This is an optimization exercise on Yosys and OpenROAD, whose aim is small area, not a production implementation. In this exercise RTL edits were held to simulation tests only and were not proved equivalent to the original. Power and IR drop assume default switching activity.

// FFT_8point_16bit
module FFT_8point_16bit(
    input [15:0] x0,x1,x2,x3,x4,x5,x6,x7,
    input en,clk,rst,
    output [15:0] r7,r6,r5,r4,r3,r2,r1,r0,i7,i6,i5,i4,i3,i2,i1,i0);
==> flow/config.mk <==
export PLATFORM = sky130hd
export DESIGN_NAME = FFT_8point_16bit
export DESIGN_NICKNAME = FFT_8point_16bit
export VERILOG_FILES = /design/flow/design.v
export SDC_FILE = /design/flow/constraint.sdc
export NUM_CORES = 4
export LEC_CHECK = 0
export CAP_MARGIN = 20
export CORE_MARGIN = 2
export CORE_UTILIZATION = 40
export CTS_BUF_LIST = sky130_fd_sc_hd__clkbuf_8
export CTS_CLUSTER_DIAMETER = 50
export CTS_CLUSTER_SIZE = 16
export SLEW_MARGIN = 20
export SYNTH_HIERARCHICAL = 1
==> flow/constraint.sdc <==
create_clock -name core_clock -period 8.5 [get_ports {clk}]
set_input_delay 1.7000 -clock core_clock [delete_from_list [all_inputs] [get_ports {clk}]]
set_output_delay 1.7000 -clock core_clock [all_outputs]
set_load 0.01 [all_outputs]
run.sh (not shown) runs the stock make flow with config.mk's settings and CLKGATE_MAP_FILE= SYNTH_SCRIPT=/design/flow/synth_recipe.tcl, a recipe that flattens the netlist after the stock synthesis.
The baseline completed without violations.
Rerun with:
CORE_UTILIZATION = 60   (was 40)
The new run completed without violations.
Wire length is lower by 9.1%.
Power climbs by 0.38%.
Setup slack loses 0.085 ns.
Non-clock buffer count went down by 2.
Fmax falls by 1.0%.
Register-to-register slack improves by 0.02 ns.
Synthesized cell count does not change.
Count of clock-buffer cells in the layout falls by 11.
Sequential share of layout area goes up by 1.2 points.
Rerun with:
==> flow/flow/run.sh (new file) <==
#!/bin/bash
# The standard layout (standard.sh, all ORFS steps), with two changes:
# the port buffers use the smallest buffer cell, and CTS inserts no dummy loads.
set -o pipefail
export BUFFER_PORTS_ARGS="-buffer_cell sky130_fd_sc_hd__buf_1"
export CTS_ARGS="-sink_clustering_enable -repair_clock_nets -buf_list sky130_fd_sc_hd__clkbuf_8 -sink_clustering_size 16 -sink_clustering_max_diameter 50 -dont_use_dummy_load"
bash standard.sh > standard.log 2>&1
==> flow/standard.sh (new file) <==
#!/bin/bash
# synth_recipe.tcl (not shown) runs the flow's synth.tcl, then flattens the netlist and writes it again
# the make line also repeats each setting of config.mk as NAME=value (left out here)
make -C /OpenROAD-flow-scripts/flow DESIGN_CONFIG=/design/flow/config.mk WORK_HOME=/design/flow/orfs CLKGATE_MAP_FILE= SYNTH_SCRIPT=/design/flow/synth_recipe.tcl "${@:-finish}"
CORE_UTILIZATION = 40   (was 60)
removed: flow/run.sh
After rerunning: The new run produced a clean layout. Hold slack got worse by 0.025 ns. Wire length rises by 10%. First-iteration DRC count rises by 12%. Fmax rises by 5.3%. Cell area falls by 6.0%. Die area rises by 49%. Total power falls by 3.5%. Non-clock buffer count falls by 14. Count of clock-buffer cells in the layout rises by 4. Combinational power falls by 10%.

FFT_8point_16bit, a different RTL version from the one above (not shown whole).
Size in the first run: ~2,100 cells after synthesis, ~390 I/O pins.
export LEC_CHECK = 0
export CAP_MARGIN = 20
export CORE_MARGIN = 2
export CORE_UTILIZATION = 88
export SLEW_MARGIN = 20
export SYNTH_HIERARCHICAL = 1
create_clock -name core_clock -period 8.5 [get_ports {clk}]
standard.sh (not shown) runs the stock make flow with config.mk's settings and CLKGATE_MAP_FILE= SYNTH_SCRIPT=/design/flow/synth_recipe.tcl, a recipe that flattens the netlist after the stock synthesis.
==> flow/flow/run.sh <==
#!/bin/bash
# The standard layout (standard.sh, all ORFS steps), with two changes:
# the port buffers use the smallest buffer cell, and CTS inserts no dummy loads.
set -o pipefail
export BUFFER_PORTS_ARGS="-buffer_cell sky130_fd_sc_hd__buf_1"
export CTS_ARGS="-sink_clustering_enable -repair_clock_nets -buf_list sky130_fd_sc_hd__clkbuf_8 -sink_clustering_size 20 -sink_clustering_max_diameter 45 -dont_use_dummy_load"
bash standard.sh > standard.log 2>&1
The starting point failed in detailed placement on DPL-0033.
Change:
==> flow/flow/run.sh (replaced) <==
#!/bin/bash
# The standard layout (standard.sh, all ORFS steps), with two changes:
# the port buffers use the smallest buffer cell, and CTS inserts no dummy loads.
set -o pipefail
export BUFFER_PORTS_ARGS="-buffer_cell sky130_fd_sc_hd__buf_1"
export CTS_ARGS="-sink_clustering_enable -repair_clock_nets -buf_list sky130_fd_sc_hd__clkbuf_8 -sink_clustering_size 20 -sink_clustering_max_diameter 50 -dont_use_dummy_load"
bash standard.sh > standard.log 2>&1
CORE_UTILIZATION = 70   (was 88)
The new run completed with no timing, DRC or antenna violations; synthesized cell count does not change; synthesized area is unchanged.

## run A
Another version of the RTL of FFT_8point_16bit (not shown whole).
Size: roughly 2,100 cells after synthesis, roughly 860 flip-flops, roughly 30,000 um2 of cells after synthesis.
clock: 8.5 ns
lec_check: 0
cap_margin: 20
core_margin: 2
core_utilization: 80
slew_margin: 20
synth_hierarchical: 1
==> flow/flow/run.sh <==
#!/bin/bash
# The standard layout (standard.sh, all ORFS steps), with three changes:
# the port buffers use the smallest buffer cell, and CTS inserts no dummy loads, and one tie cell drives all constant outputs.
set -o pipefail
export BUFFER_PORTS_ARGS="-buffer_cell sky130_fd_sc_hd__buf_1"
export SKIP_REPAIR_TIE_FANOUT=1
export CTS_ARGS="-sink_clustering_enable -repair_clock_nets -buf_list sky130_fd_sc_hd__clkbuf_4 -sink_clustering_size 10 -sink_clustering_max_diameter 40 -dont_use_dummy_load"
bash standard.sh > standard.log 2>&1
Run A: no failed stages, no open violations at the end
## Diff of input files: run B against run A
Settings: setting GPL_TIMING_DRIVEN to 0 for the first time.
-- flow/flow/run.sh --
<<< run A, line 6
export SKIP_REPAIR_TIE_FANOUT=1
export CTS_ARGS="-sink_clustering_enable -repair_clock_nets -buf_list sky130_fd_sc_hd__clkbuf_4 -sink_clustering_size 10 -sink_clustering_max_diameter 40 -dont_use_dummy_load"
bash standard.sh > standard.log 2>&1
>>> run B, line 6
export SKIP_REPAIR_TIE_FANOUT=1
export CTS_ARGS="-sink_clustering_enable -repair_clock_nets -buf_list sky130_fd_sc_hd__clkbuf_8 -sink_clustering_size 20 -sink_clustering_max_diameter 50 -dont_use_dummy_load"
bash standard.sh > standard.log 2>&1
### Flow results
- Diff run A -> run B | pin slew with the least headroom to its limit | decrease of 300 ps
- Route | run B vs run A | wire longer in run B
- Re share of the cycle needed by the critical path after routing: run B is 5.9 points up on run A.
- Going from run A to run B, final-stage net count now larger, portion of total power attributed to combinational logic climbed 1.0 points.
- Delta(clock skew, run B - run A) < 0
- Proportion of layout cells with a drive suffix above 1 (run B over run A): increase, 7.0 points
- Run B ends up with lower proportion of cell area occupied by multi-input gates than run A does.
- Run A has higher sequential cell area share than run B.
- Compared run B vs run A, and portion of total power attributed to sequential cells is down in run B.
Input-level comparison between run C and run B:
Settings: removing GPL_TIMING_DRIVEN (formerly 0); changing CORE_UTILIZATION from 80 to 75.
Results
Run C finished end to end and its layout was clean on timing, DRC and antenna. The sequential share of cell area of run C is higher than that of run B. Run B → run C: setup slack went up 410 ps; first-pass GRT wire length went down about 20%.

Setup of job 104:
FFT_8point_16bit with an RTL version that a note above also has.
Size: ~2,100 cells after synthesis, roughly 0.030 mm^2 of cells after synthesis.
Settings: LEC_CHECK=0, CAP_MARGIN=20, CORE_MARGIN=2, CORE_UTILIZATION=40, SLEW_MARGIN=20, SYNTH_HIERARCHICAL=1; clock period 8.5 ns.
run.sh (not shown) runs the stock make flow with config.mk's settings and CLKGATE_MAP_FILE= SYNTH_SCRIPT=/design/flow/synth_recipe.tcl, a recipe that flattens the netlist after the stock synthesis.
Stock flow here: none of the scripts above is used.
Job 104: all stages complete, timing, DRC and antenna checks passed
## Diff of input files: job 102 against job 104
- CORE_UTILIZATION: 40 -> 60
==> flow/flow/run.sh (new file) <==
#!/bin/bash
# The standard layout (standard.sh, all ORFS steps), with two changes:
# the port buffers use the smallest buffer cell, and CTS inserts no dummy loads.
set -o pipefail
export BUFFER_PORTS_ARGS="-buffer_cell sky130_fd_sc_hd__buf_1"
export CTS_ARGS="-sink_clustering_enable -repair_clock_nets -buf_list sky130_fd_sc_hd__clkbuf_8 -sink_clustering_size 20 -sink_clustering_max_diameter 50 -dont_use_dummy_load"
bash standard.sh > standard.log 2>&1
==> flow/standard.sh (new file) <==
#!/bin/bash
# synth_recipe.tcl (not shown) runs the flow's synth.tcl, then flattens the netlist and writes it again
# the make line also repeats each setting of config.mk as NAME=value (left out here)
make -C /OpenROAD-flow-scripts/flow DESIGN_CONFIG=/design/flow/config.mk WORK_HOME=/design/flow/orfs CLKGATE_MAP_FILE= SYNTH_SCRIPT=/design/flow/synth_recipe.tcl "${@:-finish}"
removed: flow/run.sh
--- outcome ---
- Job 102 ended with every stage complete and zero timing, DRC or antenna violations.
- Job 102 ended with more met1 usage in global routing than job 104.
- Compared with job 104, job 102 shows a lower power dissipated in the clock network.
- Beginning of the critical path = x0[0]: job 104; beginning of the critical path = x1[0]: job 102
- Power density over the cells: job 102 vs job 104 up 3.2 mW/mm^2
- A highest metal layer with signal wires of met5 is what job 104 shows, while met4 belongs to job 102.
- In the reports for job 104 and job 102, the larger slack of the critical path belongs to job 102.
- Floorplan die area improves in job 102 relative to job 104.
- [job 102 vs job 104] combinational cell fraction of total power: higher in job 102
- Diff job 104 -> job 102: worst slew margin relative to its limit went down, final area now sits lower, total number of placement rows dropped 19.
- Job 102 vs job 104 — area added between synthesis and finish dropped 16 points.

FFT_8point_16bit with an RTL version that a note above also has.
Size: roughly 860 flip-flops, roughly 390 I/O pins, about 0.030 mm2 of cells after synthesis.
==> flow/config.mk <==
export PLATFORM = sky130hd
export DESIGN_NAME = FFT_8point_16bit
export DESIGN_NICKNAME = FFT_8point_16bit
export VERILOG_FILES = /design/flow/design.v
export SDC_FILE = /design/flow/constraint.sdc
export NUM_CORES = 4
export LEC_CHECK = 0
export CAP_MARGIN = 20
export CORE_MARGIN = 2
export CORE_UTILIZATION = 80
export SLEW_MARGIN = 20
export SYNTH_HIERARCHICAL = 1
==> flow/constraint.sdc <==
create_clock -name core_clock -period 8.5 [get_ports {clk}]
set_input_delay 1.7000 -clock core_clock [delete_from_list [all_inputs] [get_ports {clk}]]
set_output_delay 1.7000 -clock core_clock [all_outputs]
set_load 0.01 [all_outputs]
standard.sh (not shown) runs the stock make flow with config.mk's settings and CLKGATE_MAP_FILE= SYNTH_SCRIPT=/design/flow/synth_recipe.tcl, a recipe that flattens the netlist after the stock synthesis.
==> flow/flow/run.sh <==
#!/bin/bash
# The standard layout (standard.sh, all ORFS steps), with three changes:
# the port buffers use the smallest buffer cell, and CTS inserts no dummy loads, and one tie cell drives all constant outputs.
set -o pipefail
export BUFFER_PORTS_ARGS="-buffer_cell sky130_fd_sc_hd__buf_1"
export SKIP_REPAIR_TIE_FANOUT=1
export CTS_ARGS="-sink_clustering_enable -repair_clock_nets -buf_list sky130_fd_sc_hd__clkbuf_8 -sink_clustering_size 20 -sink_clustering_max_diameter 50 -dont_use_dummy_load"
bash standard.sh > standard.log 2>&1
Next try:
--- a/flow/flow/run.sh
+++ b/flow/flow/run.sh
@@ -6,3 +6,3 @@
 export SKIP_REPAIR_TIE_FANOUT=1
-export CTS_ARGS="-sink_clustering_enable -repair_clock_nets -buf_list sky130_fd_sc_hd__clkbuf_8 -sink_clustering_size 20 -sink_clustering_max_diameter 50 -dont_use_dummy_load"
+export CTS_ARGS="-sink_clustering_enable -repair_clock_nets -buf_list sky130_fd_sc_hd__clkbuf_16 -sink_clustering_size 30 -sink_clustering_max_diameter 50 -dont_use_dummy_load"
 bash standard.sh > standard.log 2>&1
Effect:
- The changed run completed with no timing, DRC or antenna violations
- total power grows by 6.3%
- final area grows by 1.4%
- die area does not change
- clock power grows by 28%
- sequential power grows by about 0.9%
- setup slack is worse by 0.45 ns
- non-clock buffer count grows by 1
- clock skew stays flat
- routed wire length grows by 12%
- clock-buffer cell count shrinks by 8

-- static timing again, ports no longer ideal --
Ports are ideal in the flow. The routed layouts listed here were re-timed in OpenROAD.
Step 1 assumes that a clkbuf_16 drives the clock port and a buf_2 every other input.
Step 2 adds t to the input delays and takes it off the output delays; t is the mean of the earliest and latest rising clock arrival at the registers after step 1. Input paths then give back, and output paths get back, about the clock's delay inside the block.
a / b / c = ideal ports / drivers / drivers and shift; a / b = the first two.
| run | t (ns) | setup slack, ns | worst hold slack (ns) | worst setup path at the end | cell pins on the clock port's net |
|---|---|---|---|---|---|
| the first run of note 1 | 0.714 | 0.287 / 0.319 / -0.395 | 0.316 / 0.316 / 0.316 | input to register | 1 |
| the second run of note 1 | 0.682 | 0.202 / 0.234 / -0.448 | 0.302 / 0.302 / 0.302 | input to register | 1 |
| the third run of note 1 | 0.698 | 0.620 / 0.655 / -0.043 | 0.277 / 0.277 / 0.277 | input to register | 1 |
| the second run of note 2 | 0.685 | 0.642 / 0.671 / -0.014 | 0.240 / 0.240 / 0.240 | input to register | 1 |
| run A | 0.794 | 0.687 / 0.634 / -0.028 | 0.281 / 0.281 / 0.281 | input to register | 1 |
| run B | 0.665 | 0.188 / 0.172 / -0.494 | 0.295 / 0.295 / 0.295 | input to register | 1 |
| run C | 0.685 | 0.594 / 0.621 / -0.064 | 0.254 / 0.254 / 0.254 | input to register | 1 |
| job 104 | 0.678 | 0.228 / 0.268 / -0.410 | 0.308 / 0.308 / 0.308 | input to register | 1 |
| job 102 | 0.702 | 0.622 / 0.649 / -0.053 | 0.282 / 0.282 / 0.282 | input to register | 1 |
| the first run of note 5 | 0.645 | 0.627 / 0.658 / 0.013 | 0.266 / 0.266 / 0.266 | input to register | 1 |
| the second run of note 5 | 0.613 | 0.177 / 0.209 / -0.404 | 0.281 / 0.281 / 0.281 | input to register | 1 |
Met with ideal ports but missed after step 2: setup timing in 10 of these runs. The setup slack of run A, which loses most, moves by -0.053 ns with the drivers and by -0.715 ns with both steps.
